This design comes from an exercise in tuning for small area on the open sky130 flow, not from production work. In this exercise RTL edits were held to simulation tests only and were not proved equivalent to the original. Power is estimated from default activity; no workload was simulated.

===== design/flow/config.mk =====
export PLATFORM = sky130hd
export DESIGN_NAME = basys3
export DESIGN_NICKNAME = basys3
export VERILOG_FILES = /design/flow/design.v
export SDC_FILE = /design/flow/constraint.sdc
export NUM_CORES = 4
export LEC_CHECK = 0
export CAP_MARGIN = 20
export CORE_MARGIN = 2
export CORE_UTILIZATION = 40
export SLEW_MARGIN = 20

===== design/flow/constraint.sdc =====
create_clock -name core_clock -period 10.0 [get_ports {clk}]
set_input_delay 2.0000 -clock core_clock [delete_from_list [all_inputs] [get_ports {clk}]]
set_output_delay 2.0000 -clock core_clock [all_outputs]
set_load 0.01 [all_outputs]

===== design/flow/design.v =====
module encoder16to4 (
    input  [15:0] in,
    output [3:0] out
    );
    assign out = (in[15]) ? 4'd15 :
                 (in[14]) ? 4'd14 :
                 (in[13]) ? 4'd13 :
                 (in[12]) ? 4'd12 :
                 (in[11]) ? 4'd11 :
                 (in[10]) ? 4'd10 :
                 (in[9])  ? 4'd9  :
                 (in[8])  ? 4'd8  :
                 (in[7])  ? 4'd7  :
                 (in[6])  ? 4'd6  :
                 (in[5])  ? 4'd5  :
                 (in[4])  ? 4'd4  :
                 (in[3])  ? 4'd3  :
                 (in[2])  ? 4'd2  :
                 (in[1])  ? 4'd1  : 4'd0;
endmodule
`timescale 1ns / 1ps
module inputs(
    input clk,
    input rst,
    input [15:0] sw,
    output press,
    output [3:0] key
    );
    reg [15:0] s1;
    reg [15:0] d;
    reg [2:0] v;
    reg [3:0] k1, k2, k3;
    wire [15:0] rise = sw & s1 & ~d;
    wire [3:0] enc;
    encoder16to4 encoder_(
        .in (rise),
        .out (enc)
    );
    always @(posedge clk) begin
        if (rst) begin
            s1 <= 16'h0000;
            d <= 16'h0000;
            v <= 3'b000;
        end
        else begin
            s1 <= sw;
            d <= (sw & s1) | (d & (sw | s1));
            v <= {v[1:0], |rise};
        end
        k1 <= enc;
        k2 <= k1;
        k3 <= k2;
    end
    assign press = v[2];
    assign key = k3;
endmodule
`timescale 1ns / 1ps
module clock(
    input clk,
    input rst,
    input reset,
    output clk_display,
    output clk_blink
    );
    reg [6:0]  cd;
    reg [15:0] cb;
    localparam [6:0]  D_PULSE = 7'b1111101,  D_MASK = 7'b1101111;
    localparam [15:0] B_PULSE = 16'b0100111010101111, B_MASK = 16'b1111111110110111;
    assign clk_display = (cd & D_MASK) == (D_PULSE & D_MASK);
    assign clk_blink   = (cb & B_MASK) == (B_PULSE & B_MASK);
    always @(posedge clk) begin
        if (rst || reset)
            cd <= 7'd0;
        else if (clk_display)
            cd <= 7'd1;
        else
            cd <= {cd[5:0], ~(cd[6] ^ cd[2])};
    end
    always @(posedge clk) begin
        if (rst || reset)
            cb <= 16'd0;
        else if (clk_blink)
            cb <= 16'd1;
        else
            cb <= {cb[14:0], ~(cb[15] ^ cb[8])};
    end
endmodule
`timescale 1ns / 1ps
module counter(
    input clk,
    input rst,
    input judged,
    input miss,
    output reg [2:0] level,
    output [2:0] level_next,
    output reg [2:0] high
    );
    assign level_next = judged ? (miss ? 3'd0 : level + 3'd1) : level;
    always @(posedge clk) begin
        if (rst) begin
            level <= 0;
            high <= 0;
        end
        else begin
            level <= level_next;
            if (level > high)
                high <= level;
        end
    end
endmodule
`timescale 1ns / 1ps
module seq_table(
    input [2:0] lvl,
    input [2:0] idx,
    output reg [3:0] step
    );
    always @* begin
        case ({lvl, idx})
            6'o00: step = 4'h9;
            6'o10: step = 4'h2;  6'o11: step = 4'ha;
            6'o20: step = 4'h5;  6'o21: step = 4'h6;  6'o22: step = 4'hf;
            6'o30: step = 4'h6;  6'o31: step = 4'ha;  6'o32: step = 4'h4;  6'o33: step = 4'h8;
            6'o40: step = 4'h7;  6'o41: step = 4'h2;  6'o42: step = 4'h0;  6'o43: step = 4'hc;
            6'o44: step = 4'hc;
            6'o50: step = 4'ha;  6'o51: step = 4'h1;  6'o52: step = 4'h9;  6'o53: step = 4'hb;
            6'o54: step = 4'h4;  6'o55: step = 4'h1;
            6'o60: step = 4'h2;  6'o61: step = 4'h9;  6'o62: step = 4'h0;  6'o63: step = 4'ha;
            6'o64: step = 4'hb;  6'o65: step = 4'h2;  6'o66: step = 4'h8;
            6'o70: step = 4'h6;  6'o71: step = 4'h4;  6'o72: step = 4'h7;  6'o73: step = 4'ha;
            6'o74: step = 4'he;  6'o75: step = 4'h9;  6'o76: step = 4'h4;  6'o77: step = 4'h8;
            default: step = 4'h0;
        endcase
    end
endmodule
module seq_gen(
    input clk,
    input rst,
    input clk_blink,
    input reset,
    input start_seq,
    input [2:0] level,
    output [15:0] led
    );
    reg [3:0] index;   
    reg [3:0] num;
    reg lit;
    reg playing_seq;
    wire [3:0] step;
    seq_table table_(
        .lvl (level),
        .idx (index[2:0]),
        .step (step)
    );
    always @(posedge clk) begin
        if (rst) begin
            index <= 0;
            lit <= 0;
            playing_seq <= 0;
        end
        else if (reset) begin
            index <= 0;
            lit <= 0;
        end
        else if (start_seq) begin
            playing_seq <= 1;
        end
        else if (clk_blink && playing_seq) begin
            if (index > {1'b0, level}) begin
                lit <= 0;
                playing_seq <= 0;
                index <= 0;
            end
            else begin
                lit <= 1;
                num <= step;
                index <= index + 1;
            end
        end
    end
    assign led = {15'd0, lit} << num;
endmodule
module player_seq(
    input clk,
    input rst,
    input restart,
    input press,
    input [3:0] key,
    input [2:0] level,
    input [2:0] level_next,
    output reg judged,
    output reg miss
    );
    reg [3:0] index;  
    wire [3:0] step;
    seq_table table_(
        .lvl (level_next),
        .idx (index[2:0]),
        .step (step)
    );
    always @(posedge clk) begin
        if (rst || restart) begin
            index <= 0;
            judged <= 0;
            miss <= 0;
        end
        else if (index > {1'b0, level}) begin
            index <= 0;
            judged <= 1;
        end
        else begin
            judged <= 0;
            if (press) begin
                index <= index + 1;
                miss <= (miss & ~judged) | (key != step);
            end
            else if (judged) begin
                miss <= 0;
            end
        end
    end
endmodule
module tone_generator(
    input clk,
    input rst,
    input correct,
    input incorrect,
    output sound
    );
    localparam [14:0] P_END = 15'b101000100100010, P_MASK = 15'b110111011111111;
    localparam [8:0]  S_HI  = 9'b001001000,        S_HI_MASK = 9'b101110111;
    localparam [8:0]  S_LO  = 9'b111110011,        S_LO_MASK = 9'b100110111;
    reg [8:0]  sound_counter;
    reg [14:0] play_counter;
    reg play_enable;
    reg sound_enable;
    reg sound_sel;   
    wire s_hi = (sound_counter & S_HI_MASK) == (S_HI & S_HI_MASK);
    wire s_lo = (sound_counter & S_LO_MASK) == (S_LO & S_LO_MASK);
    wire hit = sound_sel ? s_hi : s_lo;
    wire play_end = play_enable && ((play_counter & P_MASK) == (P_END & P_MASK));
    always @(posedge clk) begin
        if (!play_enable || hit)
            sound_counter <= 9'd0;
        else if (s_lo)
            sound_counter <= 9'h1ff;
        else
            sound_counter <= {sound_counter[7:0], ~(sound_counter[8] ^ sound_counter[3])};
        if (!play_enable)
            play_counter <= 15'd0;
        else
            play_counter <= {play_counter[13:0], ~(play_counter[14] ^ play_counter[13])};
    end
    always @(posedge clk) begin
        if (rst) begin
            play_enable <= 0;
            sound_enable <= 0;
            sound_sel <= 0;
        end
        else begin
            if (correct) begin
                play_enable <= 1;
                sound_sel <= 1;
            end
            if (incorrect) begin
                play_enable <= 1;
                sound_sel <= 0;
            end
            if (play_end) begin
                play_enable <= 0;
                sound_enable <= 0;
            end
            if (play_enable && hit)
                sound_enable <= ~sound_enable;
        end
    end
    assign sound = play_enable & sound_enable;
endmodule
`timescale 1ns / 1ps
module seg7_control(
    input clk,
    input rst,
    input clk_display,
    input reset,
    input [2:0] level,
    output reg [0:6] seg,        
    output reg [3:0] digit       
    );
    parameter L     = 7'b111_0001;
    parameter V     = 7'b100_0001;
    reg [1:0] digit_select;
    always @(posedge clk) begin
        if (rst || reset)
            digit_select <= 0;
        else if (clk_display)
            digit_select <= digit_select + 1;
    end
    always @* begin
        case (digit_select)
            2'b00 : digit = 4'b1110;
            2'b01 : digit = 4'b1101;
            2'b10 : digit = 4'b1011;
            2'b11 : digit = 4'b0111;
        endcase
    end
    always @* begin
        case (digit_select)
            2'b00 : begin
                case (level)
                    3'd0 : seg = 7'b100_1111;   
                    3'd1 : seg = 7'b001_0010;   
                    3'd2 : seg = 7'b000_0110;   
                    3'd3 : seg = 7'b100_1100;   
                    3'd4 : seg = 7'b010_0100;   
                    3'd5 : seg = 7'b010_0000;   
                    3'd6 : seg = 7'b000_1111;   
                    3'd7 : seg = 7'b000_0000;   
                endcase
            end
            2'b01 : seg = L;
            2'b10 : seg = V;
            2'b11 : seg = L;
        endcase
    end
endmodule
`timescale 1ns / 1ps
module seg7_2_control(
    input [2:0] level,
    output reg [0:6] seg
    );
    always @* begin
        case (level)
            3'd0 : seg = ~7'b100_1111;   
            3'd1 : seg = ~7'b001_0010;   
            3'd2 : seg = ~7'b000_0110;   
            3'd3 : seg = ~7'b100_1100;   
            3'd4 : seg = ~7'b010_0100;   
            3'd5 : seg = ~7'b010_0000;   
            3'd6 : seg = ~7'b000_1111;   
            3'd7 : seg = ~7'b000_0000;   
        endcase
    end
endmodule
`timescale 1ns / 1ps
module basys3(
    input clk,
    input rst,
    input [15:0] sw,
    input btn0,
    output [15:0] led,
    output [0:6] seg,
    output [3:0] digit,
    output sound,
    output [0:6] seg2,
    output seg2_sel
    );
    wire       press;
    wire [3:0] key;
    wire       w_display;
    wire       w_blink;
    wire [2:0] level;
    wire [2:0] level_next;
    wire [2:0] high;
    wire       judged;
    wire       miss;
    wire       next_level = judged & ~miss;
    wire       reset_game = judged & miss;
    reg start_seq;
    always @(posedge clk)
        start_seq <= rst | judged;
    inputs inputs_(
        .clk (clk),
        .rst (rst),
        .sw (sw),
        .press (press),
        .key (key)
    );
    clock clock_(
        .clk (clk),
        .rst (rst),
        .reset (reset_game),
        .clk_display (w_display),
        .clk_blink (w_blink)
    );
    seq_gen seq_gen_(
        .clk (clk),
        .rst (rst),
        .clk_blink (w_blink),
        .reset (reset_game),
        .start_seq (start_seq),
        .level (level),
        .led (led)
    );
    player_seq player_seq_(
        .clk (clk),
        .rst (rst),
        .restart (btn0),
        .press (press),
        .key (key),
        .level (level),
        .level_next (level_next),
        .judged (judged),
        .miss (miss)
    );
    tone_generator buzzer(
        .clk (clk),
        .rst (rst),
        .correct (next_level),
        .incorrect (reset_game),
        .sound (sound)
    );
    counter counter_(
        .clk (clk),
        .rst (rst),
        .judged (judged),
        .miss (miss),
        .level (level),
        .level_next (level_next),
        .high (high)
    );
    seg7_control seg7_(
        .clk (clk),
        .rst (rst),
        .clk_display (w_display),
        .reset (reset_game),
        .level (level),
        .seg (seg),
        .digit (digit)
    );
    seg7_2_control seg7_2(
        .level (high),
        .seg (seg2)
    );
    assign seg2_sel = 0;
endmodule

===== design/flow/run.sh =====
#!/bin/bash
# synth_recipe.tcl (not shown) runs the flow's synth.tcl, then flattens the netlist and writes it again
# the make line also repeats each setting of config.mk as NAME=value (left out here)
make -C /OpenROAD-flow-scripts/flow DESIGN_CONFIG=/design/flow/config.mk WORK_HOME=/design/flow/orfs CLKGATE_MAP_FILE= SYNTH_SCRIPT=/design/flow/synth_recipe.tcl finish

==> results of run 1 <==
## routing by layer
layer	wire, um	global-route usage
met5	0	0
met4	129	0.0524
met3	435	0.0418
met2	5420	0.247
met1	5480	0.184
## report_power, final
group          internal, mW  leakage (nW)  switching, mW
registers             0.562          1.12        0.00795
logic                0.0217          1.37         0.0232
clock network         0.427         0.312          0.223
total                  1.01          2.80          0.254
## how the worst min path moves through the flow
stage	start	endpoint	slack [ps]	cells past startpoint
after global placement	inputs_.k2[0]$_DFF_P_	inputs_.k3[0]$_DFF_P_	310	0
after floorplan	inputs_.k1[0]$_SDFF_PP1_	inputs_.k2[0]$_DFF_P_	310	0
final	inputs_.k2[2]$_DFF_P_	inputs_.k3[2]$_DFF_P_	320	0
after detailed placement	inputs_.k1[0]$_SDFF_PP1_	inputs_.k2[0]$_DFF_P_	310	0
after global routing	inputs_.k2[2]$_DFF_P_	inputs_.k3[2]$_DFF_P_	330	0
after CTS	inputs_.k2[2]$_DFF_P_	inputs_.k3[2]$_DFF_P_	320	0
## worst reg2reg max path, stage by stage (launching register included)
cell and delay (ps):
sky130_fd_sc_hd__dfxtp_1 770, sky130_fd_sc_hd__ha_1 380, sky130_fd_sc_hd__a31oi_1 430, sky130_fd_sc_hd__mux2i_1 210, sky130_fd_sc_hd__nor2_1 280, sky130_fd_sc_hd__inv_1 100
sky130_fd_sc_hd__ha_1 290, sky130_fd_sc_hd__o21bai_1 170, sky130_fd_sc_hd__a21boi_0 150
## layout make-up
type,count,share of cell area
flip-flops and latches,136,0.381
inverters,31,0.0160
repair buffers,56,0.0755
well taps,184,0.0317
multi-input cells,454,0.409
clock inverters,10,0.0191
clock buffers,22,0.0683
## cells in the mapped netlist (14+ instances only)
| cell type | count |
|---|---|
| sky130_fd_sc_hd__dfxtp_1 | 132 |
| sky130_fd_sc_hd__nor2_1 | 68 |
| sky130_fd_sc_hd__and2_1 | 42 |
| sky130_fd_sc_hd__a21oi_1 | 41 |
| sky130_fd_sc_hd__nand2_1 | 39 |
| sky130_fd_sc_hd__ha_1 | 38 |
| sky130_fd_sc_hd__o21ai_0 | 38 |
| sky130_fd_sc_hd__inv_1 | 30 |
| sky130_fd_sc_hd__nor2b_1 | 25 |
| sky130_fd_sc_hd__mux2i_1 | 17 |
| sky130_fd_sc_hd__nor3_1 | 16 |
| sky130_fd_sc_hd__clkbuf_1 | 14 |
## cells by family after synthesis
family | count (synthesis) | share of synthesized area
mux | 22 | 0.0378
buf+inv | 59 | 0.0429
flops | 136 | 0.462
xor+xnor | 11 | 0.0161
fa+ha+maj | 38 | 0.0794
simple gates | 245 | 0.216
compound gates | 137 | 0.146
other cells | 1 | 0.000627
## per-stage QoR
step	worst slack [ps]	instance area [um2]	hold WS (ps)
final	5930	7260	316
after global routing	5750	7260	328
after detailed placement	6160	6620	312
after floorplan	6830	5980	310
after global placement	6240	6620	310
after CTS	5900	7260	319
## sequential cells by signal, indices dropped and copies added (netlist names), 4 cells and up, named ones only
signal / cells
buzzer.play_counter: 15
buzzer.sound_counter: 9
clock_.cb: 16
clock_.cd: 7
inputs_.d: 16
inputs_.k1: 4
inputs_.k2: 4
inputs_.k3: 4
inputs_.s1: 16
player_seq_.index: 4
seg2: 7
seq_gen_.index: 4
seq_gen_.num: 4
==> results.rst, run 1 <==
.. list-table::
   :header-rows: 1

   * - Metric
     - Value
   * - Async SR Flop Fraction
     - 0
   * - Synthesized instance count
     - 649
   * - Setup violations, final
     - 0
   * - Crit Path Max Fanout
     - 4
   * - Initial core utilization
     - 0.410
   * - Path depth of the worst reg2reg path
     - 8
   * - Total leakage power
     - 2.80 nW
   * - Die area
     - 16000 um2
   * - CTS-repair resized insts
     - 0
   * - Pin slew with the least headroom to its limit
     - 765 ps
   * - Element type at the critical path start
     - flop
   * - Classification of the worst setup path
     - flop to output port
   * - Clock tree from TritonCTS
     - done
   * - Req. time, crit path
     - 8000 ps
   * - Pin count of the biggest net entering global routing
     - 53
   * - Slew Limit Fails
     - 0
   * - Net count, final
     - 753
   * - CP bufs+invs
     - 1
   * - Remaining antenna violation count after routing
     - 0
   * - Ranking of synthesized cells by area
     - sky130_fd_sc_hd__dfxtp_1, sky130_fd_sc_hd__ha_1, sky130_fd_sc_hd__and2_1
   * - Global-route wire length before repair
     - 19.4 mm
   * - Startpoint of the most critical setup path
     - seq_gen_.num[2]$_DFFE_PP_
   * - Cts-stage hold buffer count
     - 0
   * - Number of synthesized register bits
     - 136
   * - Crit Reg-Reg Endpoint
     - seg2[3]$_DFF_P_
   * - Routed length per placed instance
     - 12.8 um
   * - Total area of multi-input combinational cells
     - 2970 um2
   * - Share of the clock period used by the worst path
     - 0.407
   * - Slew headroom
     - 0.489
   * - Worst setup path endpoint
     - led[0]
   * - Number of flops mapped to enable cells by yosys
     - 4
   * - Nature of the critical path endpoint
     - output port
   * - Reported max-cap violation count
     - 0
   * - Mean instance size in the synthesized netlist
     - 9.22 um2
   * - Syn Std Cell Area
     - 5980 um2
   * - Leading cell types in the layout, fill and taps excluded
     - sky130_fd_sc_hd__dfxtp_1, sky130_fd_sc_hd__nor2_1, sky130_fd_sc_hd__clkdlybuf4s50_1
   * - Detailed router's first-iteration violation count
     - 228
   * - Total number of cells along the worst setup path
     - 3
   * - Syn_nets
     - 706
   * - Crit-path max cell delay
     - 560 ps
   * - Fraction of the yosys area taken by sequential cells
     - 0.462
   * - Placeable Area
     - 14600 um2
   * - Number of cells in the design after placement
     - 861
   * - Arrival time at the worst endpoint
     - 2070 ps
   * - Result of the run
     - timing/DRC/antenna clean
   * - Via count of the first global-routing pass
     - 4312
   * - Detailed-router iteration count before antenna repair
     - 4
   * - YS warnings
     - 10
   * - Worst path slowest cell
     - sky130_fd_sc_hd__clkdlybuf4s50_1
   * - Clock latency at the later pin of the worst-skew pair
     - 410 ps
   * - Remaining Overflow, GRT
     - 0
   * - Count of H-tree levels built during CTS
     - 4
   * - Ant. Diodes
     - 0
   * - Cell chain of the critical path
     - or3b_2, nor3_1, clkdlybuf4s50_1
   * - Maximum root-to-sink buffer count
     - 2
   * - CTS Buf Count
     - 17
   * - Post-CTS clock slew at the launch and capture registers of the worst setup and hold paths
     - 60 ps
   * - Die Wd
     - 126 um
   * - Number of placement rows
     - 44
   * - Fmax
     - 246 MHz
   * - Distinct cells, synth
     - 71
   * - Final total negative setup slack
     - 0 ps
   * - Clock tree root driver cell
     - sky130_fd_sc_hd__clkbuf_16
   * - Final hold violations
     - 0
   * - Cell taking the most area after synthesis
     - sky130_fd_sc_hd__dfxtp_1
   * - Worst flop-to-flop path startpoint
     - counter_.level[1]$_SDFF_PP0_
   * - Post-layout power
     - 1.27 mW
   * - Detail Placement HPWL
     - 8.07 mm
   * - DIE HEIGHT
     - 126 um
   * - Filler cells
     - 1315
   * - Antenna violations before repair
     - 0
   * - Final estimated routing congestion in global placement
     - 0.823
   * - Average via count per standard cell
     - 5.11
   * - Worst voltage drop across the vdd grid
     - 0.0926 mV
   * - Post-synthesis to final-layout area growth
     - 21.3%
   * - Kind of cell with the highest combined delay on the critical path
     - simple AND/OR/NAND/NOR gates
   * - Top Ports
     - 55
   * - Share of final-layout standard cells stronger than drive strength 1
     - 0.0733
   * - Number of remaining DRC errors
     - 0
   * - Most frequent standard cell in the layout excluding fill and tap cells
     - sky130_fd_sc_hd__dfxtp_1
   * - Kind of path behind the tightest hold check
     - flop to flop
   * - Number of I/O port buffers
     - 53
   * - Total number of vias
     - 4567
   * - Share of the synthesized area in the top cell type
     - 0.442
   * - Utilization after layout
     - 0.497
   * - Final worst clock skew
     - 11.2 ps
   * - Final critical path time including I/O delays and setup
     - 4070 ps
   * - Wire length reported by the detailed router
     - 11.5 mm
   * - Most common flop cell mapped by yosys
     - sky130_fd_sc_hd__dfxtp_1
   * - Setup repair after global routing missed its margin
     - no
   * - GR Util All Layers
     - 0.148
   * - Total number of clock tree sinks
     - 136
   * - Total power density per cell area
     - 174 nW/um2
   * - Post-Layout Cell Count
     - 893
   * - Worst setup slack for register-to-register paths
     - 7100 ps
   * - Sequential Area
     - 2760 um2
   * - Post-CTS setup buffers
     - 0
==> run 2: changes to the inputs <==
==> design/flow/flow/run.sh (new file) <==
#!/bin/bash
# Standard layout, with port buffers of the smallest buffer and a clock tree
# of small buffers without dummy loads.
set -euo pipefail
export BUFFER_PORTS_ARGS="-buffer_cell sky130_fd_sc_hd__buf_1"
export CTS_ARGS="-sink_clustering_enable -repair_clock_nets -dont_use_dummy_load -buf_list sky130_fd_sc_hd__clkbuf_2 sky130_fd_sc_hd__clkbuf_4 -sink_clustering_size 16"
bash standard.sh > standard_flow.log 2>&1
==> design/flow/standard.sh (new file) <==
#!/bin/bash
# synth_recipe.tcl (not shown) runs the flow's synth.tcl, then flattens the netlist and writes it again
# the make line also repeats each setting of config.mk as NAME=value (left out here)
make -C /OpenROAD-flow-scripts/flow DESIGN_CONFIG=/design/flow/config.mk WORK_HOME=/design/flow/orfs CLKGATE_MAP_FILE= SYNTH_SCRIPT=/design/flow/synth_recipe.tcl "${@:-finish}"
--- a/design/flow/config.mk
+++ b/design/flow/config.mk
@@ -9,3 +9,3 @@
 export CORE_MARGIN = 2
-export CORE_UTILIZATION = 40
+export CORE_UTILIZATION = 60
 export SLEW_MARGIN = 20
removed: design/flow/run.sh
==> run 2 against run 1 <==
Compared with the run above:
- the run now fails in 4_1_cts
- synthesized area stayed put
- synthesized cell count unchanged
==> results.rst, run 2 <==
.. list-table::
   :header-rows: 1

   * - Metric
     - Value
   * - Synthesized instance count
     - 649 (unchanged)
   * - Async SR Flop Fraction
     - 0 (unchanged)
   * - DIE HEIGHT
     - 104 um (was 126 um)
   * - Die Wd
     - 104 um (was 126 um)
   * - Number of synthesized register bits
     - 136 (unchanged)
   * - Syn_nets
     - 706 (unchanged)
   * - Initial core utilization
     - 0.615 (was 0.410)
   * - Final estimated routing congestion in global placement
     - 0.875 (was 0.823)
   * - Detail Placement HPWL
     - 8.04 mm (was 8.07 mm)
   * - Ranking of synthesized cells by area
     - sky130_fd_sc_hd__dfxtp_1, sky130_fd_sc_hd__ha_1, sky130_fd_sc_hd__and2_1 (unchanged)
   * - Adder-cell share of the synthesized area
     - 0.0794 (unchanged)
   * - Worst setup timing slack at the placement stage
     - 6160 ps (about the same)
   * - Top Ports
     - 55 (unchanged)
   * - Post-Synth Simple-Gate Area
     - 0.216 (unchanged)
   * - Share of the synthesized area in the top cell type
     - 0.442 (unchanged)
   * - Most common flop cell mapped by yosys
     - sky130_fd_sc_hd__dfxtp_1 (unchanged)
   * - Number of flops mapped to enable cells by yosys
     - 4 (unchanged)
   * - Result of the run
     - did not finish (was timing/DRC/antenna clean)
   * - Distinct cells, synth
     - 71 (unchanged)
   * - Fraction of the yosys area taken by sequential cells
     - 0.462 (unchanged)
   * - Compound-cell area share of the yosys netlist
     - 0.146 (unchanged)
   * - Cell taking the most area after synthesis
     - sky130_fd_sc_hd__dfxtp_1 (unchanged)
   * - YS warnings
     - 10 (unchanged)
   * - Mean instance size in the synthesized netlist
     - 9.22 um2 (unchanged)
   * - Log Error
     - [ERROR STA-0564] clock_tree_synthesis positional arguments not supported.
   * - Most common cell in the netlist
     - sky130_fd_sc_hd__dfxtp_1 (unchanged)
   * - Mux cell area share after synthesis
     - 0.0378 (unchanged)
   * - Number of placement rows
     - 36 (was 44)
   * - Dominant combinational cell family by area after synthesis
     - simple AND/OR/NAND/NOR gates (unchanged)
   * - Xor-xnor portion of the synthesized cell area
     - 0.0161 (unchanged)
   * - Syn Std Cell Area
     - 5980 um2 (unchanged)
   * - Last stage
     - 4_1_cts
   * - Number of I/O port buffers
     - 53 (unchanged)
   * - Commonest cells post-synth
     - sky130_fd_sc_hd__dfxtp_1, sky130_fd_sc_hd__nor2_1, sky130_fd_sc_hd__and2_1 (unchanged)
## run 2: cell counts after synthesis
No cell type changed its count.
## run 2: logic make-up after synthesis
kind of cell    Yosys count
compound gates          137
xor+xnor                 11
fa+ha+maj                38
buf+inv                  59
flops                   136
mux                      22
other cells               1
simple gates            245
## run 2: worst max-delay path by stage
stage | endpoint | slack (ps)
floorplan | led[0] | 6830
global placement | seq_gen_.num[2]$_DFFE_PP_ | 6280
detailed placement | seq_gen_.num[3]$_DFFE_PP_ | 6160
## run 2: per-stage QoR
step | cells | total power, mW | utilization | area, um2
after detailed placement | 809 | 0.623 | 0.640 | 6230
after floorplan | 649 | 0.611 | - | 5980
after global placement | 809 | 0.621 | 0.640 | 6230
## run 2: power groups by stage
stage | Sequential, mW | Combinational (mW) | Clock, mW
3_3_place_gp | 0.582 | 0.0390 | 0
3_5_place_dp | 0.582 | 0.0404 | 0
2_1_floorplan | 0.579 | 0.0315 | 0
==> run 3: changes to the inputs <==
==> design/flow/flow/run.sh (replaced) <==
#!/bin/bash
# Standard layout, with port buffers of the smallest buffer and a clock tree
# of small buffers without dummy loads.
set -euo pipefail
export BUFFER_PORTS_ARGS="-buffer_cell sky130_fd_sc_hd__buf_1"
export CTS_ARGS="-sink_clustering_enable -repair_clock_nets -dont_use_dummy_load -buf_list {sky130_fd_sc_hd__clkbuf_2 sky130_fd_sc_hd__clkbuf_4} -sink_clustering_size 16"
bash standard.sh > standard_flow.log 2>&1
==> run 3 against run 2 <==
Compared with the run above:
- now clean on timing, DRC and antenna
- synthesized area did not move
- synthesized cell count did not move
==> results.rst, run 3 <==
.. list-table::
   :header-rows: 1

   * - Metric
     - Value
   * - Result of the run
     - timing/DRC/antenna clean (was did not finish)
   * - Crit Reg-Reg Endpoint
     - seg2[3]$_DFF_P_
   * - Post-CTS clock slew at the launch and capture registers of the worst setup and hold paths
     - 120 ps
   * - Top Ports
     - 55 (unchanged)
   * - Count of H-tree levels built during CTS
     - 4
   * - Die area
     - 10800 um2
   * - Kind of path behind the tightest hold check
     - flop to flop
   * - Remaining antenna violation count after routing
     - 0
   * - Arrival time at the worst endpoint
     - 1930 ps
   * - Hold endpoint
     - inputs_.k3[3]$_DFF_P_
   * - Crit-path max cell delay
     - 450 ps
   * - Post-layout power
     - 837 uW
   * - Clock latency at the later pin of the worst-skew pair
     - 510 ps
   * - Share of the synthesized area in the top cell type
     - 0.442 (unchanged)
   * - Share of the clock period used by the worst path
     - 0.393
   * - Pin count of the biggest net entering global routing
     - 53
   * - Slew headroom
     - 0.376
   * - Via count of the first global-routing pass
     - 4236
   * - Distinct cells, synth
     - 71 (unchanged)
   * - Net count, final
     - 752
   * - GR Util All Layers
     - 0.218
   * - Total power density per cell area
     - 132 nW/um2
   * - Post-CTS setup buffers
     - 0
   * - Number of remaining DRC errors
     - 0
   * - Cell chain of the critical path
     - inv_1, ha_1, nor3_1, a21oi_1, buf_1
   * - Initial core utilization
     - 0.615 (unchanged)
   * - Mean instance size in the synthesized netlist
     - 9.22 um2 (unchanged)
   * - Reported max-cap violation count
     - 0
   * - Syn Std Cell Area
     - 5980 um2 (unchanged)
   * - Setup violations, final
     - 0
   * - Most common cell in the netlist
     - sky130_fd_sc_hd__dfxtp_1 (unchanged)
   * - Number of flops mapped to enable cells by yosys
     - 4 (unchanged)
   * - Antenna violations before repair
     - 0
   * - Crit Path Max Fanout
     - 8
   * - Most frequent standard cell in the layout excluding fill and tap cells
     - sky130_fd_sc_hd__dfxtp_1
   * - Pin slew with the least headroom to its limit
     - 930 ps
   * - Total leakage power
     - 2.43 nW
   * - Average via count per standard cell
     - 5.47
   * - Routed length per placed instance
     - 13.5 um
   * - Req. time, crit path
     - 8000 ps
   * - Nature of the critical path endpoint
     - output port
   * - Most common flop cell mapped by yosys
     - sky130_fd_sc_hd__dfxtp_1 (unchanged)
   * - Biggest regs
     - clock_.cb x16, inputs_.d x16, inputs_.s1 x16
   * - Final critical path time including I/O delays and setup
     - 3930 ps
   * - Number of I/O port buffers
     - 53 (unchanged)
   * - Detailed router's first-iteration violation count
     - 243
   * - Maximum root-to-sink buffer count
     - 2
   * - Hold_sp
     - inputs_.k2[3]$_DFF_P_
   * - Worst flop-to-flop path startpoint
     - counter_.level[0]$_SDFF_PP0_
   * - Commonest cells post-synth
     - sky130_fd_sc_hd__dfxtp_1, sky130_fd_sc_hd__nor2_1, sky130_fd_sc_hd__and2_1 (unchanged)
   * - Async SR Flop Fraction
     - 0 (unchanged)
   * - DIE HEIGHT
     - 104 um (unchanged)
   * - Detail Placement HPWL
     - 8.04 mm (unchanged)
   * - Worst path slowest cell
     - sky130_fd_sc_hd__dfxtp_1
   * - Classification of the worst setup path
     - flop to output port
   * - Number of placement rows
     - 36 (unchanged)
   * - Leading cell types in the layout, fill and taps excluded
     - sky130_fd_sc_hd__dfxtp_1, sky130_fd_sc_hd__nor2_1, sky130_fd_sc_hd__buf_1
   * - Synthesized instance count
     - 649 (unchanged)
   * - Die Wd
     - 104 um (unchanged)
   * - Setup repair after global routing missed its margin
     - no
   * - Wire length reported by the detailed router
     - 11.2 mm
   * - Cell taking the most area after synthesis
     - sky130_fd_sc_hd__dfxtp_1 (unchanged)
   * - Worst voltage drop across the vdd grid
     - 0.0965 mV
   * - Element type at the critical path start
     - flop
   * - Clock tree root driver cell
     - sky130_fd_sc_hd__clkbuf_4
   * - Global-route wire length before repair
     - 19.3 mm
   * - Final worst clock skew
     - 41.3 ps
   * - Fmax
     - 254 MHz
   * - CTS Buf Count
     - 17
   * - Post-synthesis to final-layout area growth
     - 6.17%
   * - Syn_nets
     - 706 (unchanged)
   * - Remaining Overflow, GRT
     - 0
   * - Worst Hold Path Cells
     - 0
   * - Path depth of the worst reg2reg path
     - 13
   * - Number of synthesized register bits
     - 136 (unchanged)
   * - Share of final-layout standard cells stronger than drive strength 1
     - 0.0534
   * - Total number of vias
     - 4521
   * - Detailed-router iteration count before antenna repair
     - 5
   * - YS warnings
     - 10 (unchanged)
   * - Worst setup slack for register-to-register paths
     - 6950 ps
   * - Final total negative setup slack
     - 0 ps
   * - Clock tree from TritonCTS
     - done
   * - Total number of clock tree sinks
     - 136
   * - Cts-stage hold buffer count
     - 0
   * - CTS-repair resized insts
     - 0
   * - Fraction of the yosys area taken by sequential cells
     - 0.462 (unchanged)
   * - Slew Limit Fails
     - 0
   * - Ranking of synthesized cells by area
     - sky130_fd_sc_hd__dfxtp_1, sky130_fd_sc_hd__ha_1, sky130_fd_sc_hd__and2_1 (unchanged)
   * - Final estimated routing congestion in global placement
     - 0.875 (unchanged)
   * - Final hold violations
     - 0
   * - Placeable Area
     - 9730 um2
   * - Ant. Diodes
     - 0
==> run 3: cell counts after synthesis <==
Identical to the previous run, type by type.
==> run 3: worst max path at each step <==
stage	startpoint	endpoint	slack, ps	depth (start not counted)
after floorplan	seq_gen_.num[2]$_DFFE_PP_	led[0]	6830	2
after global placement	rst	seq_gen_.num[2]$_DFFE_PP_	6280	5
after detailed placement	rst	seq_gen_.num[3]$_DFFE_PP_	6160	5
after CTS	seg7_.digit_select[0]$_SDFFE_PP0P_	seg[1]	6030	5
after global routing	seg7_.digit_select[0]$_SDFFE_PP0P_	seg[1]	5910	5
final	seg7_.digit_select[0]$_SDFFE_PP0P_	seg[1]	6070	5
==> run 3: through the flow <==
step | util | instance area (um2) | hold slack (ps) | setup WS, ps | instances
after global placement | 0.640 | 6230 | 310 | 6280 | 809
after detailed placement | 0.640 | 6230 | 312 | 6160 | 809
final | 0.653 | 6350 | 284 | 6070 | 826
after CTS | 0.653 | 6350 | 282 | 6030 | 826
after global routing | 0.653 | 6350 | 275 | 5910 | 826
after floorplan | - | 5980 | 310 | 6830 | 649
==> run 3: per-layer routing <==
layer / global-route usage / share of wire
met1: 0.280 / 0.47
met2: 0.355 / 0.47
met3: 0.0570 / 0.047
met4: 0.0753 / 0.014
met5: 0 / 0
==> run 3: power breakdown <==
part | internal, mW | total [mW] | switching (mW)
Clock | 0.0777 | 0.228 | 0.150
Sequential | 0.561 | 0.570 | 0.00816
Combinational | 0.0168 | 0.0401 | 0.0233
Total | 0.656 | 0.837 | 0.181
==> run 3: area by class of cell <==
cell class / instances / area (um2)
multi-input cells: 454 / 2970
clock buffers: 17 / 128
inverters: 31 / 116
well taps: 133 / 166
fillers: 850 / 3380
repair buffers: 55 / 215
flip-flops and latches: 136 / 2760
==> run 3: critical path: cells and delay by family (launching register included) <==
kind,cells,cell delay [ps]
adders and majority gates,1,310
AOI/OAI and AO/OA,1,100
buffers and inverters,2,270
and+or+nand+nor,1,320
DFF,1,450
==> run 3: kinds of logic (layout without fill, tap and decap cells) <==
logic type | count (synthesis) | in the layout | share of synthesized area
AND/OR/NAND/NOR | 245 | 245 | 0.216
AO/OA/AOI/OAI | 137 | 137 | 0.146
flip-flops | 136 | 136 | 0.462
buffers and inverters | 59 | 103 | 0.0429
adder cells (fa/ha/maj) | 38 | 38 | 0.0794
multiplexers | 22 | 22 | 0.0378
XOR/XNOR | 11 | 11 | 0.0161
other | 1 | 1 | 0.000627
==> run 4: changes to the inputs <==
==> design/flow/flow/run.sh (replaced) <==
#!/bin/bash
# Standard layout, with port buffers of the smallest buffer and a clock tree
# of small buffers without dummy loads.
set -euo pipefail
export BUFFER_PORTS_ARGS="-buffer_cell sky130_fd_sc_hd__buf_1"
export CTS_ARGS="-sink_clustering_enable -repair_clock_nets -dont_use_dummy_load -buf_list {sky130_fd_sc_hd__clkbuf_8} -sink_clustering_size 40"
bash standard.sh > standard_flow.log 2>&1
--- a/design/flow/config.mk
+++ b/design/flow/config.mk
@@ -9,3 +9,3 @@
 export CORE_MARGIN = 2
-export CORE_UTILIZATION = 60
+export CORE_UTILIZATION = 40
 export SLEW_MARGIN = 20
==> run 4 against run 3 <==
Compared with the run above:
- total power is 10% higher
- clock power is 38% higher
- clock skew is 19 ps lower
- cell count is 6.2% higher
- non-clock buffer count stayed put
- wire length is 0.11% lower
- die area is 48% higher
- synthesized area stayed put
- global-route usage is 6.6 points lower
- core utilization is 21 points lower
- largest cell class unchanged
- highest routed layer unchanged
==> results.rst, run 4 <==
.. list-table::
   :header-rows: 1

   * - Metric
     - Value
   * - Placed Instance Area
     - 6290 um2 (was 6230 um2)
   * - Top Ports
     - 55 (unchanged)
   * - Total leakage power
     - 2.47 nW (was 2.43 nW)
   * - Number of synthesized register bits
     - 136 (unchanged)
   * - Pin count of the biggest net entering global routing
     - 53 (unchanged)
   * - Compound-cell area share of the yosys netlist
     - 0.146 (unchanged)
   * - Final estimated routing congestion in global placement
     - 0.805 (was 0.875)
   * - Result of the run
     - timing/DRC/antenna clean (unchanged)
   * - Crit-path max cell delay
     - 460 ps (was 450 ps)
   * - Xor-xnor portion of the synthesized cell area
     - 0.0161 (unchanged)
   * - Worst flop-to-flop path startpoint
     - counter_.level[1]$_SDFF_PP0_ (was counter_.level[0]$_SDFF_PP0_)
   * - Share of the synthesized area in the top cell type
     - 0.442 (unchanged)
   * - Fmax
     - 265 MHz (was 254 MHz)
   * - Setup violations, final
     - 0 (unchanged)
   * - Routed length per placed instance
     - 12.7 um (was 13.5 um)
   * - Post-CTS setup buffers
     - 0 (unchanged)
   * - Detail Placement HPWL
     - 8.01 mm (was 8.04 mm)
   * - Worst path slowest cell
     - sky130_fd_sc_hd__dfxtp_1 (unchanged)
   * - Cell chain of the critical path
     - inv_1, ha_1, nor3_1, a21oi_1, buf_1 (unchanged)
   * - Post-CTS clock slew at the launch and capture registers of the worst setup and hold paths
     - 60 ps (was 120 ps)
   * - Arrival time at the worst endpoint
     - 1770 ps (was 1930 ps)
   * - Startpoint of the most critical setup path
     - seg7_.digit_select[0]$_SDFFE_PP0P_ (unchanged)
   * - YS warnings
     - 10 (unchanged)
   * - Async SR Flop Fraction
     - 0 (unchanged)
   * - Number of flops mapped to enable cells by yosys
     - 4 (unchanged)
   * - Post-layout power
     - 925 uW (was 837 uW)
   * - Adder-cell share of the synthesized area
     - 0.0794 (unchanged)
   * - GR Util All Layers
     - 0.151 (was 0.218)
   * - Final hold violations
     - 0 (unchanged)
   * - Ant. Diodes
     - 0 (unchanged)
   * - Final total negative setup slack
     - 0 ps (unchanged)
   * - Worst setup slack for register-to-register paths
     - 7120 ps (was 6950 ps)
   * - Pin slew with the least headroom to its limit
     - 925 ps (was 930 ps)
   * - Biggest regs
     - clock_.cb x16, inputs_.d x16, inputs_.s1 x16 (unchanged)
   * - Dominant combinational cell family by area after synthesis
     - simple AND/OR/NAND/NOR gates (unchanged)
   * - Ranking of synthesized cells by area
     - sky130_fd_sc_hd__dfxtp_1, sky130_fd_sc_hd__ha_1, sky130_fd_sc_hd__and2_1 (unchanged)
   * - Req. time, crit path
     - 8000 ps (about the same)
   * - Wire length reported by the detailed router
     - 11.2 mm (about the same)
   * - Classification of the worst setup path
     - flop to output port (unchanged)
   * - Total number of vias
     - 4458 (was 4521)
   * - Detailed router's first-iteration violation count
     - 209 (was 243)
   * - Hold endpoint
     - inputs_.k3[3]$_DFF_P_ (unchanged)
   * - Most common flop cell mapped by yosys
     - sky130_fd_sc_hd__dfxtp_1 (unchanged)
   * - Total power density per cell area
     - 142 nW/um2 (was 132 nW/um2)
   * - Cell taking the most area after synthesis
     - sky130_fd_sc_hd__dfxtp_1 (unchanged)
   * - Post-Layout Inst Area
     - 6520 um2 (was 6350 um2)
   * - Placeable Area
     - 14600 um2 (was 9730 um2)
   * - Detailed-router iteration count before antenna repair
     - 4 (was 5)
   * - Final critical path time including I/O delays and setup
     - 3770 ps (was 3930 ps)
   * - Maximum root-to-sink buffer count
     - 2 (unchanged)
   * - Leading cell types in the layout, fill and taps excluded
     - sky130_fd_sc_hd__dfxtp_1, sky130_fd_sc_hd__nor2_1, sky130_fd_sc_hd__buf_1 (unchanged)
   * - Global-route wire length before repair
     - 19.8 mm (was 19.3 mm)
   * - Nature of the critical path endpoint
     - output port (unchanged)
   * - Worst Hold Path Cells
     - 0 (unchanged)
   * - Commonest cells post-synth
     - sky130_fd_sc_hd__dfxtp_1, sky130_fd_sc_hd__nor2_1, sky130_fd_sc_hd__and2_1 (unchanged)
   * - CTS-repair resized insts
     - 0 (unchanged)
   * - Count of H-tree levels built during CTS
     - 4 (unchanged)
   * - Share of final-layout standard cells stronger than drive strength 1
     - 0.0534 (unchanged)
   * - Net count, final
     - 752 (unchanged)
   * - Clock latency at the later pin of the worst-skew pair
     - 430 ps (was 510 ps)
   * - Number of placement rows
     - 44 (was 36)
   * - Initial core utilization
     - 0.410 (was 0.615)
   * - Final worst hold slack
     - 322 ps (was 284 ps)
   * - Most frequent standard cell in the layout excluding fill and tap cells
     - sky130_fd_sc_hd__dfxtp_1 (unchanged)
   * - Slew Limit Fails
     - 0 (unchanged)
   * - Worst voltage drop across the vdd grid
     - 0.112 mV (was 0.0965 mV)
   * - Slew headroom
     - 0.379 (was 0.376)
   * - Remaining antenna violation count after routing
     - 0 (unchanged)
   * - Mux cell area share after synthesis
     - 0.0378 (unchanged)
   * - Reported max-cap violation count
     - 0 (unchanged)
   * - Total number of clock tree sinks
     - 136 (unchanged)
   * - Crit Path Max Fanout
     - 8 (unchanged)
   * - Element type at the critical path start
     - flop (unchanged)
   * - Setup repair after global routing missed its margin
     - no (unchanged)
   * - Die area
     - 16000 um2 (was 10800 um2)
   * - Syn Std Cell Area
     - 5980 um2 (unchanged)
   * - Fraction of the yosys area taken by sequential cells
     - 0.462 (unchanged)
   * - Via count of the first global-routing pass
     - 4373 (was 4236)
   * - Number of I/O port buffers
     - 53 (unchanged)
   * - Hold_sp
     - inputs_.k2[3]$_DFF_P_ (unchanged)
   * - Distinct cells, synth
     - 71 (unchanged)
   * - Most common cell in the netlist
     - sky130_fd_sc_hd__dfxtp_1 (unchanged)
   * - Crit Reg-Reg Endpoint
     - seg2[3]$_DFF_P_ (unchanged)
   * - Kind of path behind the tightest hold check
     - flop to flop (unchanged)
   * - Cts-stage hold buffer count
     - 0 (unchanged)
   * - Average via count per standard cell
     - 5.08 (was 5.47)
   * - Remaining Overflow, GRT
     - 0 (unchanged)
   * - Die Wd
     - 126 um (was 104 um)
   * - DIE HEIGHT
     - 126 um (was 104 um)
   * - Clock tree from TritonCTS
     - done (unchanged)
   * - Utilization after layout
     - 0.447 (was 0.653)
   * - Final worst clock skew
     - 22.3 ps (was 41.3 ps)
   * - Synthesized instance count
     - 649 (unchanged)
   * - Path depth of the worst reg2reg path
     - 10 (was 13)
   * - Antenna violations before repair
     - 0 (unchanged)
   * - Post-synthesis to final-layout area growth
     - 9.01% (was 6.17%)
   * - Mean instance size in the synthesized netlist
     - 9.22 um2 (unchanged)
   * - Syn_nets
     - 706 (unchanged)
   * - Share of the clock period used by the worst path
     - 0.377 (was 0.393)
   * - CTS Buf Count
     - 17 (unchanged)
   * - Number of remaining DRC errors
     - 0 (unchanged)
   * - Post-Synth Simple-Gate Area
     - 0.216 (unchanged)
   * - Clock tree root driver cell
     - sky130_fd_sc_hd__clkbuf_8 (was sky130_fd_sc_hd__clkbuf_4)
## run 4: logic make-up after synthesis
kind of cell / Yosys count
AND/OR/NAND/NOR: 245
AO/OA/AOI/OAI: 137
flip-flops: 136
buffers and inverters: 59
adder cells (fa/ha/maj): 38
multiplexers: 22
XOR/XNOR: 11
other: 1
## run 4: final cells by class
cell class              count  area [um2]
well taps                 184         230
multi-input cells         454        2970
fillers                  1431        8070
clock buffers              17         234
repair buffers             55         215
flip-flops and latches    136        2760
inverters                  31         116
## run 4: metal layers
layer	vias to the layer above	track usage	wire length [um]
li1	2312	-	-
met2	79	0.247	5120
met3	20	0.0380	406
met1	2047	0.189	5400
met4	0	0.0685	242
met5	-	0	0
## run 4: how the worst max path moves through the flow
stage / slack (ps) / cells after the start / endpoint
global route: 6010 / 5 / seg[2]
CTS: 6180 / 5 / seg[2]
global placement: 6250 / 5 / seq_gen_.num[0]$_DFFE_PP_
floorplan: 6830 / 2 / led[0]
finish: 6230 / 5 / seg[2]
detailed placement: 6140 / 5 / seq_gen_.num[0]$_DFFE_PP_
## run 4: stage by stage
stage / setup WS (ps) / std cells
floorplan: 6830 / 649
global placement: 6250 / 860
detailed placement: 6140 / 860
CTS: 6180 / 877
global route: 6010 / 877
finish: 6230 / 877
## run 4: power breakdown
part / internal (mW) / total, mW / switching (mW)
registers: 0.562 / 0.570 / 0.00794
logic: 0.0168 / 0.0407 / 0.0239
clock network: 0.149 / 0.314 / 0.165
total: 0.728 / 0.925 / 0.197
## run 4: worst max-delay path, delay by kind of cell (launching register included)
kind,cells,cell delay [ps]
flops,1,460
fa+ha+maj,1,310
buf+inv,2,270
simple gates,1,240
compound gates,1,70
==> run 5: changes to the inputs <==
==> design/flow/flow/run.sh (replaced) <==
#!/bin/bash
# Standard layout, with port buffers of the smallest buffer and a clock tree
# of small buffers without dummy loads.
set -euo pipefail
export BUFFER_PORTS_ARGS="-buffer_cell sky130_fd_sc_hd__buf_1"
export CTS_ARGS="-sink_clustering_enable -repair_clock_nets -dont_use_dummy_load -buf_list sky130_fd_sc_hd__clkbuf_4 -sink_clustering_size 20"
bash standard.sh > standard_flow.log 2>&1
==> run 5 against run 4 <==
Compared with the run above:
- critical path depth stayed put
- design area fell by 1.6%
- maximum frequency fell by 2.1%
- total power decreased by 9.0%
- flip-flop and latch count did not move
- global-route usage is 0.090 points lower
- via count up 0.25%
- first-iteration DRC count is 1.4% lower
- synthesized cell count stayed put
- register-to-register slack about the same
==> results.rst, run 5 <==
.. list-table::
   :header-rows: 1

   * - Metric
     - Value
   * - Result of the run
     - timing/DRC/antenna clean (unchanged)
   * - Ranking of synthesized cells by area
     - sky130_fd_sc_hd__dfxtp_1, sky130_fd_sc_hd__ha_1, sky130_fd_sc_hd__and2_1 (unchanged)
   * - Number of flops mapped to enable cells by yosys
     - 4 (unchanged)
   * - Cell taking the most area after synthesis
     - sky130_fd_sc_hd__dfxtp_1 (unchanged)
   * - Kind of path behind the tightest hold check
     - flop to flop (unchanged)
   * - Total number of clock tree sinks
     - 136 (unchanged)
   * - Top Ports
     - 55 (unchanged)
   * - Final total negative setup slack
     - 0 ps (unchanged)
   * - Maximum root-to-sink buffer count
     - 2 (unchanged)
   * - Slew headroom
     - 0.383 (was 0.379)
   * - Cts-stage hold buffer count
     - 0 (unchanged)
   * - Crit Path Max Fanout
     - 8 (unchanged)
   * - Final worst clock skew
     - 32.4 ps (was 22.3 ps)
   * - Async SR Flop Fraction
     - 0 (unchanged)
   * - Syn Std Cell Area
     - 5980 um2 (unchanged)
   * - Fraction of the yosys area taken by sequential cells
     - 0.462 (unchanged)
   * - Clock tree from TritonCTS
     - done (unchanged)
   * - CTS-repair resized insts
     - 0 (unchanged)
   * - Post-Synth Simple-Gate Area
     - 0.216 (unchanged)
   * - Distinct cells, synth
     - 71 (unchanged)
   * - Setup repair after global routing missed its margin
     - no (unchanged)
   * - Total leakage power
     - 2.43 nW (was 2.47 nW)
   * - Commonest cells post-synth
     - sky130_fd_sc_hd__dfxtp_1, sky130_fd_sc_hd__nor2_1, sky130_fd_sc_hd__and2_1 (unchanged)
   * - YS warnings
     - 10 (unchanged)
   * - Syn_nets
     - 706 (unchanged)
   * - Portion of total power attributed to combinational logic
     - 0.048 (was 0.044)
   * - Via count of the first global-routing pass
     - 4394 (was 4373)
   * - Classification of the worst setup path
     - flop to output port (unchanged)
   * - Xor-xnor portion of the synthesized cell area
     - 0.0161 (unchanged)
   * - Most frequent standard cell in the layout excluding fill and tap cells
     - sky130_fd_sc_hd__dfxtp_1 (unchanged)
   * - Arrival time at the worst endpoint
     - 1850 ps (was 1770 ps)
   * - Post-CTS clock slew at the launch and capture registers of the worst setup and hold paths
     - 90 ps (was 60 ps)
   * - Antenna violations before repair
     - 1 (was 0)
   * - Placeable Area
     - 14600 um2 (unchanged)
   * - Leading cell types in the layout, fill and taps excluded
     - sky130_fd_sc_hd__dfxtp_1, sky130_fd_sc_hd__nor2_1, sky130_fd_sc_hd__buf_1 (unchanged)
   * - Worst path slowest cell
     - sky130_fd_sc_hd__dfxtp_1 (unchanged)
   * - Wire length reported by the detailed router
     - 11.2 mm (about the same)
   * - Nature of the critical path endpoint
     - output port (unchanged)
   * - Reported max-cap violation count
     - 0 (unchanged)
   * - Slew Limit Fails
     - 0 (unchanged)
   * - Pin slew with the least headroom to its limit
     - 919 ps (was 925 ps)
   * - Utilization after layout
     - 0.440 (was 0.447)
   * - CP bufs+invs
     - 2 (unchanged)
   * - GR Util All Layers
     - 0.150 (was 0.151)
   * - Most common flop cell mapped by yosys
     - sky130_fd_sc_hd__dfxtp_1 (unchanged)
   * - Internal portion of total power
     - 656 uW (was 728 uW)
   * - Crit-path max cell delay
     - 470 ps (was 460 ps)
   * - Final estimated routing congestion in global placement
     - 0.805 (unchanged)
   * - Total number of vias
     - 4469 (was 4458)
   * - Mux cell area share after synthesis
     - 0.0378 (unchanged)
   * - Count of H-tree levels built during CTS
     - 4 (unchanged)
   * - Final critical path time including I/O delays and setup
     - 3850 ps (was 3770 ps)
   * - Req. time, crit path
     - 8000 ps (about the same)
   * - DIE HEIGHT
     - 126 um (unchanged)
   * - Adder-cell share of the synthesized area
     - 0.0794 (unchanged)
   * - Share of final-layout standard cells stronger than drive strength 1
     - 0.0534 (unchanged)
   * - Kind of cell with the highest combined delay on the critical path
     - flip-flops (unchanged)
   * - Fmax
     - 259 MHz (was 265 MHz)
   * - Average via count per standard cell
     - 5.09 (was 5.08)
   * - Synthesized instance count
     - 649 (unchanged)
   * - Sequential share of power
     - 0.676 (was 0.616)
   * - Element type at the critical path start
     - flop (unchanged)
   * - Clock tree root driver cell
     - sky130_fd_sc_hd__clkbuf_4 (was sky130_fd_sc_hd__clkbuf_8)
   * - Remaining antenna violation count after routing
     - 0 (unchanged)
   * - Share of the clock period used by the worst path
     - 0.385 (was 0.377)
   * - Clock group share of total power
     - 0.275 (was 0.340)
   * - Compound-cell area share of the yosys netlist
     - 0.146 (unchanged)
   * - Worst voltage drop across the vdd grid
     - 0.122 mV (was 0.112 mV)
   * - Number of placement rows
     - 44 (unchanged)
   * - Total power density per cell area
     - 131 nW/um2 (was 142 nW/um2)
   * - Detailed router's first-iteration violation count
     - 206 (was 209)
   * - Initial core utilization
     - 0.410 (unchanged)
   * - Routed length per placed instance
     - 12.7 um (about the same)
   * - Biggest regs
     - clock_.cb x16, inputs_.d x16, inputs_.s1 x16 (unchanged)
   * - Die Wd
     - 126 um (unchanged)
   * - Switching portion of total power
     - 0.221 (was 0.213)
   * - Most common cell in the netlist
     - sky130_fd_sc_hd__dfxtp_1 (unchanged)
   * - Clock latency at the later pin of the worst-skew pair
     - 520 ps (was 430 ps)
   * - Post-CTS setup buffers
     - 0 (unchanged)
   * - Mean instance size in the synthesized netlist
     - 9.22 um2 (unchanged)
   * - Net count, final
     - 752 (unchanged)
   * - Final hold violations
     - 0 (unchanged)
   * - Detailed-router iteration count before antenna repair
     - 4 (unchanged)
   * - Pin count of the biggest net entering global routing
     - 53 (unchanged)
   * - Remaining Overflow, GRT
     - 0 (unchanged)
   * - Share of the synthesized area in the top cell type
     - 0.442 (unchanged)
   * - Cell chain of the critical path
     - inv_1, ha_1, nor3_1, a21oi_1, buf_1 (unchanged)
   * - Global-route wire length before repair
     - 19.8 mm (about the same)
   * - Die area
     - 16000 um2 (unchanged)
   * - Number of I/O port buffers
     - 53 (unchanged)
   * - CTS Buf Count
     - 17 (unchanged)
   * - Number of remaining DRC errors
     - 0 (unchanged)
   * - Number of synthesized register bits
     - 136 (unchanged)
   * - Dominant combinational cell family by area after synthesis
     - simple AND/OR/NAND/NOR gates (unchanged)
   * - Post-synthesis to final-layout area growth
     - 7.28% (was 9.01%)
   * - Setup violations, final
     - 0 (unchanged)
   * - Net switching power
     - 186 uW (was 197 uW)
   * - Detail Placement HPWL
     - 8.01 mm (unchanged)
run 5: cell count changes in the layout (fill, tap and decap cells not counted):
cell | previous run | this run
sky130_fd_sc_hd__clkbuf_4 | 0 | 17
sky130_fd_sc_hd__clkbuf_8 | 17 | 0
sky130_fd_sc_hd__diode_2 | 0 | 1
run 5: worst paths after layout:
check | startpoint | end | cells past startpoint | slack, ps
worst max-delay path | seg7_.digit_select[0]$_SDFFE_PP0P_ | seg[2] | 5 | 6150
worst min-delay path | inputs_.k2[3]$_DFF_P_ | inputs_.k3[3]$_DFF_P_ | 0 | 320
worst max register to register | counter_.level[1]$_SDFF_PP0_ | seg2[3]$_DFF_P_ | 10 | 7110
worst min register to register | inputs_.k2[3]$_DFF_P_ | inputs_.k3[3]$_DFF_P_ | 0 | 320
run 5: power groups by stage:
stage               sequential [mW]  combinational, mW  clock (mW)
floorplan                     0.579             0.0315           0
global placement              0.581             0.0394           0
detailed placement            0.582             0.0411           0
CTS                           0.569             0.0413       0.246
global route                  0.572             0.0470       0.269
finish                        0.569             0.0407       0.232
run 5: logic make-up (layout without fill, tap and decap cells):
| group | after synthesis | count (layout) |
|---|---|---|
| other cells | 1 | 2 |
| simple gates | 245 | 245 |
| compound gates | 137 | 137 |
| mux | 22 | 22 |
| fa+ha+maj | 38 | 38 |
| buf+inv | 59 | 103 |
| xor+xnor | 11 | 11 |
| flops | 136 | 136 |
run 5: through the flow:
stage / hold WS (ps) / instances / total power [mW] / setup WS [ps] / area, um2
floorplan: 310 / 649 / 0.611 / 6830 / 5980
global placement: 311 / 860 / 0.621 / 6250 / 6290
detailed placement: 312 / 860 / 0.623 / 6140 / 6290
CTS: 334 / 877 / 0.856 / 6070 / 6420
global route: 334 / 878 / 0.888 / 5900 / 6420
finish: 323 / 878 / 0.842 / 6150 / 6420
run 5: layout make-up:
cell class / instances / area, um2
diodes: 1 / 2.50
clock buffers: 17 / 128
fillers: 1447 / 8170
inverters: 31 / 116
multi-input cells: 454 / 2970
flip-flops and latches: 136 / 2760
well taps: 184 / 230
repair buffers: 55 / 215
run 5: layer usage:
metal  vias to the layer above  GRT usage  part of all wire
li1                       2323          -                 -
met1                      2046      0.188              0.48
met2                        84      0.249              0.46
met3                        16     0.0380             0.041
met4                         0     0.0614             0.018
met5                         -          0                 0
run 5: worst register-to-register path, cell delays in order, from the launching register on:
cell and delay [ps]:
sky130_fd_sc_hd__dfxtp_1 770, sky130_fd_sc_hd__ha_1 380, sky130_fd_sc_hd__a21o_1 160, sky130_fd_sc_hd__a21oi_1 140
sky130_fd_sc_hd__a31oi_1 110, sky130_fd_sc_hd__mux2i_1 210, sky130_fd_sc_hd__nor2_1 280, sky130_fd_sc_hd__inv_1 100
sky130_fd_sc_hd__ha_1 290, sky130_fd_sc_hd__o21bai_1 160, sky130_fd_sc_hd__a21boi_0 150

what the ideal ports hide:
In the flow no input, the clock included, has a driving cell. The finished layouts below were timed again as built, in two steps.
Step 1, drivers: a clkbuf_16 drives clk and a buf_2 each remaining input, both assumed.
Step 2, shift: input delay + t, output delay - t, t = (earliest + latest rising clock arrival at the registers) / 2. This alone moves slack from input paths to output paths.
Slacks: ideal / step 1 / step 2; pairs: ideal / step 1.
| run | t (ns) | setup WS [ns] | clock arrival spread, ns |
|---|---|---|---|
| run 1 | 0.445 | 5.933 / 5.892 / 6.153 | 0.011 / 0.012 |
| run 3 | 0.518 | 6.071 / 6.040 / 6.178 | 0.042 / 0.041 |
| run 4 | 0.458 | 6.226 / 6.192 / 6.154 | 0.022 / 0.023 |
| run 5 | 0.536 | 6.145 / 6.112 / 6.153 | 0.034 / 0.034 |
After both steps every run listed still meets setup and hold. For run 4, which loses most, drivers alone change the setup slack by -0.034 ns; drivers and shift together by -0.072 ns.
